What follows belongs to an exercise in optimizing a design on an open flow for small area, a short achievable clock period and few clock cycles per item; a production flow would make more cautious choices.
Where RTL was checked, it was by simulation tests only, not by an equivalence proof against the original.
Power and IR drop assume default switching activity.

Setup of lane 1:
==> flow/design.v <==
module non_restoring_divider #(
    parameter DATA_WIDTH = 32
) (
    input  logic                    clk_i,
    input  logic                    clk_en_i,
    input  logic                    rst_n_i,
    input  logic [DATA_WIDTH - 1:0] dividend_i,
    input  logic [DATA_WIDTH - 1:0] divisor_i,
    input  logic                    data_valid_i,
    output logic [DATA_WIDTH - 1:0] quotient_o,
    output logic [DATA_WIDTH - 1:0] remainder_o,
    output logic                    divide_by_zero_o,
    output logic                    data_valid_o,
    output logic                    idle_o
);
    logic [31:0] divisor_q, rem_q, quo_q;
    logic [4:0]  cnt_q;
    logic        busy_q, idle_q, valid_q, dbz_q;
    logic [1:0] skip;
    always_comb begin
        if      (|divisor_i[31:24]) skip = 2'd3;
        else if (|divisor_i[23:16]) skip = 2'd2;
        else if (|divisor_i[15:8])  skip = 2'd1;
        else                        skip = 2'd0;
    end
    logic [63:0] init;
    assign init = {32'b0, dividend_i} << {skip, 3'b000};
    logic [32:0] trial;
    logic [32:0] diff;
    logic        borrow;
    assign trial = {rem_q, quo_q[31]};
    assign {borrow, diff} = {1'b0, trial} - {2'b00, divisor_q};
    always_ff @(posedge clk_i) begin
        if (!rst_n_i) begin
            busy_q  <= 1'b0;
            idle_q  <= 1'b1;
            valid_q <= 1'b0;
        end else if (clk_en_i) begin
            valid_q <= busy_q && (cnt_q == 5'd0);
            if (busy_q) begin
                busy_q <= (cnt_q != 5'd0);
                idle_q <= (cnt_q == 5'd0);
            end else begin
                busy_q <= data_valid_i;
                idle_q <= !data_valid_i;
            end
        end
    end
    logic [31:0] rem_keep, rem_sub, rem_nxt;
    logic        qbit_keep, qbit_sub;
    assign rem_keep  = busy_q ? trial[31:0] : init[63:32];
    assign rem_sub   = busy_q ? diff[31:0]  : init[63:32];
    assign rem_nxt   = borrow ? rem_keep : rem_sub;
    assign qbit_keep = busy_q ? 1'b0 : init[0];
    assign qbit_sub  = busy_q ? 1'b1 : init[0];
    always_ff @(posedge clk_i) begin
        if (clk_en_i) begin
            rem_q <= rem_nxt;
            quo_q <= busy_q ? {quo_q[30:0], borrow ? qbit_keep : qbit_sub} : init[31:0];
            if (!busy_q) begin
                divisor_q <= divisor_i;
                cnt_q     <= {~skip, 3'b111};
                dbz_q     <= (divisor_i == 32'b0);
            end else begin
                cnt_q     <= cnt_q - 5'd1;
            end
        end
    end
    assign quotient_o       = quo_q;
    assign remainder_o      = rem_q;
    assign divide_by_zero_o = dbz_q;
    assign data_valid_o     = valid_q;
    assign idle_o           = idle_q;   
endmodule
clock: 6.0 ns
lec_check: 0
cap_margin: 20
core_margin: 2
core_utilization: 40
setup_slack_margin: 2.5
slew_margin: 20
standard.sh (not shown) runs the stock make flow with config.mk's settings and CLKGATE_MAP_FILE= SYNTH_SCRIPT=/design/flow/synth_recipe.tcl, a recipe that flattens the netlist after the stock synthesis.
==> flow/flow/run.sh <==
#!/bin/bash
# Standard ORFS layout, but with small buffers on the ports instead of the
# default delay-cell buffers (repair may still upsize them).
set -euo pipefail
export BUFFER_PORTS_ARGS="-buffer_cell sky130_fd_sc_hd__buf_1"
bash standard.sh > standard.log 2>&1
## Diff of input files: lane 2 against lane 1
==> flow/design.v <==
module non_restoring_divider #(
    parameter DATA_WIDTH = 32
) (
    input  logic                    clk_i,
    input  logic                    clk_en_i,
    input  logic                    rst_n_i,
    input  logic [DATA_WIDTH - 1:0] dividend_i,
    input  logic [DATA_WIDTH - 1:0] divisor_i,
    input  logic                    data_valid_i,
    output logic [DATA_WIDTH - 1:0] quotient_o,
    output logic [DATA_WIDTH - 1:0] remainder_o,
    output logic                    divide_by_zero_o,
    output logic                    data_valid_o,
    output logic                    idle_o
);
    logic [31:0] divisor_q, rem_q, quo_q;
    logic [4:0]  cnt_q;
    logic        busy_q, valid_q, dbz_q;
    logic [1:0] skip;
    always_comb begin
        if      (|divisor_i[31:24]) skip = 2'd3;
        else if (|divisor_i[23:16]) skip = 2'd2;
        else if (|divisor_i[15:8])  skip = 2'd1;
        else                        skip = 2'd0;
    end
    logic [63:0] init;
    assign init = {32'b0, dividend_i} << {skip, 3'b000};
    logic [32:0] trial;
    logic [32:0] diff;
    logic        borrow;
    assign trial = {rem_q, quo_q[31]};
    assign {borrow, diff} = {1'b0, trial} - {2'b00, divisor_q};
    logic start;
    assign start = !busy_q && data_valid_i;
    always_ff @(posedge clk_i) begin
        if (!rst_n_i) begin
            busy_q  <= 1'b0;
            valid_q <= 1'b0;
        end else if (clk_en_i) begin
            valid_q <= busy_q && (cnt_q == 5'd0);
            if (busy_q)
                busy_q <= (cnt_q != 5'd0);
            else
                busy_q <= data_valid_i;
        end
    end
    always_ff @(posedge clk_i) begin
        if (clk_en_i) begin
            if (!busy_q) begin
                divisor_q      <= divisor_i;
                {rem_q, quo_q} <= init;
                cnt_q          <= {~skip, 3'b111};
                dbz_q          <= (divisor_i == 32'b0);
            end else if (busy_q) begin
                rem_q <= borrow ? trial[31:0] : diff[31:0];
                quo_q <= {quo_q[30:0], !borrow};
                cnt_q <= cnt_q - 5'd1;
            end
        end
    end
    assign quotient_o       = quo_q;
    assign remainder_o      = rem_q;
    assign divide_by_zero_o = dbz_q;
    assign data_valid_o     = valid_q;
    assign idle_o           = !busy_q;
endmodule
Compared with lane 1, lane 2 shows a wire length the detailed router placed on met1 that is about 4% lower.
Lane 1 ended up with rem_q[0] as its launch point of the critical path; lane 2 ended up with divisor_i[25].
When lane 2 is set beside lane 1, its reported clock group power turns out to be 6.8% larger.
Lane 1 → lane 2: global-route wire length before repair moved down; initial cell density of the core moved down.
Achievable clock frequency went up by a few percent going from lane 1 to lane 2.
The run with more setup slack is lane 2; lane 1 has less.
Going from lane 1 to lane 2, number of gates resized after CTS now sits lower, all-layer global routing usage higher.
rem_q[0] as the critical path capture point was reported by lane 2, and rem_q[31] by lane 1.
[compare] base=lane 1 new=lane 2: area after synthesis moved down, number of storage elements in the synthesis netlist moved down, total number of vias moved down.
Testbench counts of lane 2, summed over its fixed seeds: cycles 167,768, divisions 8,000.
No functional check of the RTL was part of lane 1.

* * *

non_restoring_divider with an RTL version that a note above also has.
Size in the first run: roughly 140 I/O pins.
==> module non_restoring_divider, before the edit <==
module non_restoring_divider #(
    parameter DATA_WIDTH = 32
) (
    input  logic                    clk_i,
    input  logic                    clk_en_i,
    input  logic                    rst_n_i,
    input  logic [DATA_WIDTH - 1:0] dividend_i,
    input  logic [DATA_WIDTH - 1:0] divisor_i,
    input  logic                    data_valid_i,
    output logic [DATA_WIDTH - 1:0] quotient_o,
    output logic [DATA_WIDTH - 1:0] remainder_o,
    output logic                    divide_by_zero_o,
    output logic                    data_valid_o,
    output logic                    idle_o
);
    logic [31:0] divisor_q, rem_q, quo_q;
    logic [4:0]  cnt_q;
    logic        busy_q, valid_q, dbz_q;
    logic [1:0] skip;
    always_comb begin
        if      (|divisor_i[31:24]) skip = 2'd3;
        else if (|divisor_i[23:16]) skip = 2'd2;
        else if (|divisor_i[15:8])  skip = 2'd1;
        else                        skip = 2'd0;
    end
    logic [63:0] init;
    assign init = {32'b0, dividend_i} << {skip, 3'b000};
    logic [32:0] trial;
    logic [32:0] diff;
    logic        borrow;
    assign trial = {rem_q, quo_q[31]};
    assign {borrow, diff} = {1'b0, trial} - {2'b00, divisor_q};
    logic start;
    assign start = !busy_q && data_valid_i;
    always_ff @(posedge clk_i) begin
        if (!rst_n_i) begin
            busy_q  <= 1'b0;
            valid_q <= 1'b0;
        end else if (clk_en_i) begin
            valid_q <= busy_q && (cnt_q == 5'd0);
            if (busy_q)
                busy_q <= (cnt_q != 5'd0);
            else
                busy_q <= data_valid_i;
        end
    end
    always_ff @(posedge clk_i) begin
        if (clk_en_i) begin
            if (!busy_q) begin
                divisor_q      <= divisor_i;
                {rem_q, quo_q} <= init;
                cnt_q          <= {~skip, 3'b111};
                dbz_q          <= (divisor_i == 32'b0);
            end else if (busy_q) begin
                rem_q <= borrow ? trial[31:0] : diff[31:0];
                quo_q <= {quo_q[30:0], !borrow};
                cnt_q <= cnt_q - 5'd1;
            end
        end
    end
    assign quotient_o       = quo_q;
    assign remainder_o      = rem_q;
    assign divide_by_zero_o = dbz_q;
    assign data_valid_o     = valid_q;
    assign idle_o           = !busy_q;
endmodule
==> flow/config.mk <==
export PLATFORM = sky130hd
export DESIGN_NAME = non_restoring_divider
export DESIGN_NICKNAME = non_restoring_divider
export VERILOG_FILES = /design/flow/design.v
export SDC_FILE = /design/flow/constraint.sdc
export NUM_CORES = 4
export LEC_CHECK = 0
export CAP_MARGIN = 20
export CORE_MARGIN = 2
export CORE_UTILIZATION = 40
export CTS_BUF_LIST = sky130_fd_sc_hd__clkbuf_8
export SETUP_SLACK_MARGIN = 2.9
export SLEW_MARGIN = 20
==> flow/constraint.sdc <==
create_clock -name core_clock -period 6.0 [get_ports {clk_i}]
set_input_delay 1.2000 -clock core_clock [delete_from_list [all_inputs] [get_ports {clk_i}]]
set_output_delay 1.2000 -clock core_clock [all_outputs]
set_load 0.01 [all_outputs]
==> flow/flow/run.sh <==
#!/bin/bash
# Standard ORFS layout (the standard.sh), with small buffers on the
# ports instead of the default delay-cell buffers (repair may still upsize
# them). ORFS writes each step's log under orfs/logs; make's own output goes
# to standard.log here.
set -euo pipefail
export BUFFER_PORTS_ARGS="-buffer_cell sky130_fd_sc_hd__buf_1"

bash standard.sh > standard.log 2>&1
Testbench counts at the start, summed over its fixed seeds: cycles 167,768, divisions 8,000.
Change:
--- a/flow/design.v
+++ b/flow/design.v
@@ -14,19 +14,16 @@
     output logic                    idle_o
 );
     logic [31:0] divisor_q, rem_q, quo_q;
     logic [4:0]  cnt_q;
     logic        busy_q, valid_q, dbz_q;
-    logic [1:0] skip;
-    always_comb begin
-        if      (|divisor_i[31:24]) skip = 2'd3;
-        else if (|divisor_i[23:16]) skip = 2'd2;
-        else if (|divisor_i[15:8])  skip = 2'd1;
-        else                        skip = 2'd0;
-    end
-    logic [63:0] init;
-    assign init = {32'b0, dividend_i} << {skip, 3'b000};
+    logic        shift16, shift8;
+    logic [63:0] half, init;
+    assign shift16 = |divisor_i[31:16];
+    assign shift8  = shift16 ? |divisor_i[31:24] : |divisor_i[15:8];
+    assign half    = shift16 ? {16'b0, dividend_i, 16'b0} : {32'b0, dividend_i};
+    assign init    = shift8 ? {half[55:0], 8'b0} : half;
     logic [32:0] trial;
     logic [32:0] diff;
     logic        borrow;
     assign trial = {rem_q, quo_q[31]};
     assign {borrow, diff} = {1'b0, trial} - {2'b00, divisor_q};
@@ -47,11 +44,11 @@
     always_ff @(posedge clk_i) begin
         if (clk_en_i) begin
             if (!busy_q) begin
                 divisor_q      <= divisor_i;
                 {rem_q, quo_q} <= init;
-                cnt_q          <= {~skip, 3'b111};
+                cnt_q          <= {~shift16, ~shift8, 3'b111};
                 dbz_q          <= (divisor_i == 32'b0);
             end else if (busy_q) begin
                 rem_q <= borrow ? trial[31:0] : diff[31:0];
                 quo_q <= {quo_q[30:0], !borrow};
                 cnt_q <= cnt_q - 5'd1;
What happened:
- The new run completed without violations
- fmax shrinks slightly
- setup slack is worse by 0.040 ns
- synthesized cell count grows by a little under a tenth
- clock skew hardly moves
- via count grows by a few percent
- synthesized area grows by a few percent
- wire length grows slightly
- sequential share of layout area stays flat
- design area hardly moves
For the second run of this note, only the layout was checked, not whether the RTL still works.

static timing again, ports no longer ideal:
How much do the figures lean on ideal ports? The routed layouts below were timed once more, with nothing changed but the port constraints. Step 1: set_driving_cell puts a clkbuf_16 on clk_i and a buf_2 on each other input, an assumption about the parent block. Step 2 also shifts input and output timing later by t, the mid clock arrival at the registers, as if the neighbouring blocks saw the same clock. Three values: ideal ports, drivers, drivers and shift; two values: the first two.
| run | t (ns) | setup slack, ns | worst setup path after step 2 | latest minus earliest clock arrival (ns) | worst slew at a driven data input, ns |
|---|---|---|---|---|---|
| lane 1 | 0.395 | 2.569 / 2.569 / 2.265 | input to register | 0.010 / 0.010 | 0.06 |
| lane 2 | 0.400 | 2.709 / 2.710 / 2.321 | input to register | 0.017 / 0.016 | 0.06 |
| the first run of note 2 | 0.424 | 2.960 / 2.960 / 2.571 | input to register | 0.022 / 0.021 | 0.05 |
| the second run of note 2 | 0.432 | 2.920 / 2.920 / 2.670 | input to register | 0.020 / 0.019 | 0.06 |
After both steps every run listed still meets setup and hold. The setup slack of the first run of note 2, which loses most, moves by 0.000 ns with the drivers and by -0.389 ns with both steps.
